This design comes from an exercise in tuning for small area, a short achievable clock period and few clock cycles per item on the open sky130 flow, not from production work. The RTL was checked by simulation tests, not by an equivalence proof against the original design.

Setup of v12:
## murmur_multi
module murmur_multi#(
    parameter NUM_HASHER = 4
)(
    input logic clk,
    input logic resetn,
    output logic [NUM_HASHER-1:0] in_ready,
    input logic [NUM_HASHER-1:0] [63:0] in_data,
    input logic [NUM_HASHER-1:0] in_valid,
    input logic [NUM_HASHER-1:0] in_last_processed,
    input logic [NUM_HASHER-1:0] [63:0] in_serialnum,
    input logic [NUM_HASHER-1:0] out_ready,
    output logic [NUM_HASHER-1:0] [63:0] out_tuple,
    output logic [NUM_HASHER-1:0] [31:0] out_tag,
    output logic [NUM_HASHER-1:0] out_valid,
    output logic [NUM_HASHER-1:0] out_last_processed,
    output logic [NUM_HASHER-1:0] [63:0] out_serialnum
    );
export LEC_CHECK = 0
export CAP_MARGIN = 20
export CORE_MARGIN = 2
export CORE_UTILIZATION = 55
export SETUP_SLACK_MARGIN = 0.8
export SLEW_MARGIN = 20
export SYNTH_HIERARCHICAL = 1
export SYNTH_MINIMUM_KEEP_SIZE = 0
create_clock -name core_clock -period 8.0 [get_ports {clk}]
standard.sh (not shown) runs the stock make flow with config.mk's settings and CLKGATE_MAP_FILE= SYNTH_SCRIPT=/design/flow/synth_recipe.tcl, a recipe that flattens the netlist after the stock synthesis.
==> flow/flow/run.sh <==
#!/bin/bash
# The standard layout, with plain buf_1 cells as the port buffers (buffer_ports
# otherwise picks clkdlybuf4s50_1 delay cells). Every port is still buffered.
set -euo pipefail
export BUFFER_PORTS_ARGS="-buffer_cell sky130_fd_sc_hd__buf_1"
bash standard.sh > standard.log 2>&1
v12: no failed stages, no open violations at the end
Testbench counts of v12, summed over its fixed seeds: cycles 12,008, items 48,000.
[inputs] v10 vs v12
- a change of CORE_UTILIZATION from 55 to 65
- an added CTS_CLUSTER_SIZE of 30
- an added CTS_BUF_LIST of sky130_fd_sc_hd__clkbuf_8
==> comparison <==
- v10: aborted in 3_2_place_iop (tool error)
- Summary of v10 over v12: area after synthesis closely matched the old numbers, die span in x decreased by about 8% relative to the old numbers, cell count after synthesis closely matched the old numbers.
- Total of flip-flops plus latches after synthesis delta (v12 -> v10): insignificant
- As far as fraction of registers with async set/reset goes, v12 and v10 are indistinguishable; the numbers are identical.
- Count of unique library cells instantiated by Yosys: v10 vs v12 identical
- Initial core utilization (higher): v10
- | site row count | v10 vs v12 | 10 lower |
- The die height number comes out lower for v10 vs v12.
Setup changes, v10 to v14
- CORE_UTILIZATION now 55, was 65
## What came out
v10 did not finish; a tool error ended it in 3_2_place_iop. v14: done, clean on timing, DRC and antenna. As far as share of the yosys chip area belonging to registers goes, v10 and v14 are indistinguishable; the numbers are identical. v14 and v10 ended up with nearly the same arithmetic-cell share of the synthesized area counting full adders, half adders and majority gates. Vertical die dimension up 8.6% in v14 wrt v10. Looking at starting density of the core, v14 sits 10 points below v10. Reported for v14 and v10, synthesized-area fraction occupied by xor and xnor cells turned out identical to the last digit. Count of standard-cell rows was lower in v10 than in v14. Simple-gate area share of the yosys netlist: v14 vs v10 identical. Diff v14..v10 | synthesized area per cell | unchanged. Summary of v14 over v10: area after synthesis saw little to no change; number of flip-flops and latches in the synthesized netlist saw little to no change; width of the chip saw an increase.

---

Another version of the RTL of murmur_multi (not shown whole).
For scale: about 3,700 cells after synthesis, about 650 flip-flops, ~1,200 I/O pins.
==> flow/config.mk <==
export PLATFORM = sky130hd
export DESIGN_NAME = murmur_multi
export DESIGN_NICKNAME = murmur_multi
export VERILOG_FILES = /design/flow/design.v
export SDC_FILE = /design/flow/constraint.sdc
export NUM_CORES = 4
export LEC_CHECK = 0
export CAP_MARGIN = 20
export CORE_MARGIN = 2
export CORE_UTILIZATION = 55
export SETUP_SLACK_MARGIN = 1.05
export SLEW_MARGIN = 20
export SYNTH_HIERARCHICAL = 1
export SYNTH_MINIMUM_KEEP_SIZE = 0
export TNS_END_PERCENT = 10
==> flow/constraint.sdc <==
create_clock -name core_clock -period 8.0 [get_ports {clk}]
set_input_delay 1.6000 -clock core_clock [delete_from_list [all_inputs] [get_ports {clk}]]
set_output_delay 1.6000 -clock core_clock [all_outputs]
set_load 0.01 [all_outputs]
Scripts as last shown in full above: flow/flow/run.sh
The first run ran to the end with no violations.
Testbench counts at the start, summed over its fixed seeds: cycles 12,008, items 48,000.
Change:
- SETUP_SLACK_MARGIN: 1.05 -> 0.6
=> Hold slack gets better by 0.0038 ns. Non-clock buffer count shrinks by 63. Count of clock-buffer cells in the layout is unchanged.

---

Setup of job 5115:
murmur_multi with an RTL version that a note above also has.
Size: roughly 3,900 cells after synthesis, roughly 650 flip-flops, about 1,200 I/O pins, roughly 0.060 sq mm of cells after synthesis.
export LEC_CHECK = 0
export CAP_MARGIN = 20
export CORE_MARGIN = 2
export CORE_UTILIZATION = 55
export SETUP_SLACK_MARGIN = 0.9
export SLEW_MARGIN = 20
export SYNTH_HIERARCHICAL = 1
export SYNTH_MINIMUM_KEEP_SIZE = 0
export TNS_END_PERCENT = 10
create_clock -name core_clock -period 8.0 [get_ports {clk}]
Scripts as last shown in full above: flow/flow/run.sh
Testbench counts of job 5115, summed over its fixed seeds: cycles 12,008, items 48,000.
Changes in job 6428 relative to job 5115:
- a deleted TNS_END_PERCENT that had been 10
- a change of SETUP_SLACK_MARGIN from 0.9 to 0.6
[summary]
Between job 6428 and job 5115, net count of the finished layout is higher for job 5115, job 6428 comes in under that. The slowest cell on the critical path comes out fa_1 in one run and edfxtp_1 in the other, namely in job 5115 and job 6428 respectively.
diff inputs: job 6428 => job 4755
- changing CORE_UTILIZATION from 55 to 58
Results
- Job 4755 did not finish: a tool error stopped it during I/O pin placement.
- The lower height of the die of job 4755 and job 6428 is in job 4755.
- Diff job 6428..job 4755 | netlist area before placement | unchanged
- Re starting utilization of the core area: job 4755 is 3.4 points up on job 6428.
- Job 4755 — width of the chip about 2.6% lower, job 6428 as reference
- As far as arithmetic-cell share of the synthesized area counting full adders, half adders and majority gates goes, job 6428 and job 4755 are indistinguishable; the numbers are identical.

---

Another version of the RTL of murmur_multi (not shown whole).
For scale: roughly 4,100 cells after synthesis, about 1,200 I/O pins, about 61,000 um2 of cells after synthesis.
==> flow/config.mk <==
export PLATFORM = sky130hd
export DESIGN_NAME = murmur_multi
export DESIGN_NICKNAME = murmur_multi
export VERILOG_FILES = /design/flow/design.v
export SDC_FILE = /design/flow/constraint.sdc
export NUM_CORES = 4
export LEC_CHECK = 0
export CAP_MARGIN = 20
export CORE_MARGIN = 2
export CORE_UTILIZATION = 55
export SETUP_SLACK_MARGIN = 0.8
export SLEW_MARGIN = 20
export SYNTH_HIERARCHICAL = 1
export SYNTH_MINIMUM_KEEP_SIZE = 0
==> flow/constraint.sdc <==
create_clock -name core_clock -period 8.0 [get_ports {clk}]
set_input_delay 1.6000 -clock core_clock [delete_from_list [all_inputs] [get_ports {clk}]]
set_output_delay 1.6000 -clock core_clock [all_outputs]
set_load 0.01 [all_outputs]
Scripts as last shown in full above: flow/flow/run.sh
The baseline completed without violations.
Testbench counts at the start, summed over its fixed seeds: cycles 12,008, items 48,000.
Next try:
--- a/flow/config.mk
+++ b/flow/config.mk
@@ -10,3 +10,3 @@
 export CORE_UTILIZATION = 55
-export SETUP_SLACK_MARGIN = 0.8
+export SETUP_SLACK_MARGIN = 1.6
 export SLEW_MARGIN = 20
Die area is unchanged; maximum frequency climbs slightly; sequential share of layout area drops by 1.6 points; synthesized cell count does not change; worst setup slack gets better by 76 ps.

---

Setup of job 3412:
RTL: one of the versions met above, not the one the previous note started from.
Size in the first run: roughly 3700 cells after synthesis, roughly 650 flip-flops, ~1200 I/O pins.
// murmur_multi
module murmur_multi#(
    parameter NUM_HASHER = 4
)(
    input logic clk,
    input logic resetn,
    output logic [NUM_HASHER-1:0] in_ready,
    input logic [NUM_HASHER-1:0] [63:0] in_data,
    input logic [NUM_HASHER-1:0] in_valid,
    input logic [NUM_HASHER-1:0] in_last_processed,
    input logic [NUM_HASHER-1:0] [63:0] in_serialnum,
    input logic [NUM_HASHER-1:0] out_ready,
    output logic [NUM_HASHER-1:0] [63:0] out_tuple,
    output logic [NUM_HASHER-1:0] [31:0] out_tag,
    output logic [NUM_HASHER-1:0] out_valid,
    output logic [NUM_HASHER-1:0] out_last_processed,
    output logic [NUM_HASHER-1:0] [63:0] out_serialnum
    );
Settings: LEC_CHECK=0, CAP_MARGIN=20, CORE_MARGIN=2, CORE_UTILIZATION=55, SETUP_SLACK_MARGIN=1.2, SLEW_MARGIN=20, SYNTH_HIERARCHICAL=1, SYNTH_MINIMUM_KEEP_SIZE=0, TNS_END_PERCENT=10; clock period 8.0 ns.
Scripts as last shown in full above: flow/flow/run.sh
Testbench counts of job 3412, summed over its fixed seeds: cycles 12,008, items 48,000.
What job 1833 does differently from job 3412 at the input level:
Settings: setting PLACE_DENSITY to 0.5 for the first time; changing SETUP_SLACK_MARGIN from 1.2 to 0.9.
--- outcome ---
Critical path's largest stage delay: job 3412 vs job 1833 — no meaningful difference
On job 1833: post-layout worst setup margin is 0.15 ns lower than what job 3412 gave.
Diff job 3412 -> job 1833 | count of buffers not belonging to the clock network in the layout | down slightly
Proportion of synthesized chip area in sequential cells: job 3412 vs job 1833 identical
Fmax deteriorates in job 1833 relative to job 3412.
--- input diff job 1833..job 5092 ---
Settings: PLACE_DENSITY: 0.5 -> unset; CORE_UTILIZATION: 55 -> 50.
Measured against job 1833, the detailed router's first-iteration violation count of job 5092 comes out at 0.70 times the reference value.
Per the comparison of job 5092 with job 1833, routed via count dropped 1918; final estimated routing congestion in global placement neither gained nor lost much; slew at the pin closest to its max-slew limit now smaller; worst hold slack went down.
Job 5092: top fanout value on the critical path higher than job 1833
Floorplan die area: job 5092 and job 1833 compared, higher one is job 5092

-- static timing again, ports no longer ideal --
No port has a modelled driver above. Below, the same layouts with a new extraction and two added sets of constraints.
Step 1 (the two cells are an assumption about what drives the block):
set clk [get_ports {clk}]
set_driving_cell -lib_cell sky130_fd_sc_hd__clkbuf_16 $clk
set_driving_cell -lib_cell sky130_fd_sc_hd__buf_2 [delete_from_list [all_inputs] $clk]
Step 2, shift: input delay + t, output delay - t, t = (earliest + latest rising clock arrival at the registers) / 2. This alone moves slack from input paths to output paths.
a / b / c = ideal ports / drivers / drivers and shift; a / b = the first two.
run	t, ns	setup slack, ns	worst setup path at the end	clock arrival spread, ns
v12	0.734	0.642 / 0.557 / 0.671	input to register	0.066 / 0.066
v14	0.875	0.658 / 0.574 / 0.664	input to register	0.067 / 0.067
the first run of note 2	0.746	0.905 / 0.819 / 0.646	input to register	0.044 / 0.044
the second run of note 2	0.749	0.602 / 0.517 / 0.645	input to register	0.046 / 0.046
job 5115	0.740	0.717 / 0.630 / 0.667	input to register	0.066 / 0.066
job 6428	0.730	0.622 / 0.535 / 0.704	input to register	0.055 / 0.055
the first run of note 4	0.736	0.789 / 0.719 / 0.539	input to register	0.036 / 0.036
the second run of note 4	0.736	0.864 / 0.797 / 1.040	input to register	0.049 / 0.049
job 3412	0.748	0.907 / 0.825 / 0.676	input to register	0.053 / 0.053
job 1833	0.752	0.758 / 0.674 / 0.577	input to register	0.047 / 0.047
job 5092	0.760	0.915 / 0.830 / 0.568	input to register	0.038 / 0.037
After both steps setup and hold are still met in every run listed. For job 5092, which loses most, drivers alone change the setup slack by -0.085 ns; drivers and shift together by -0.347 ns.
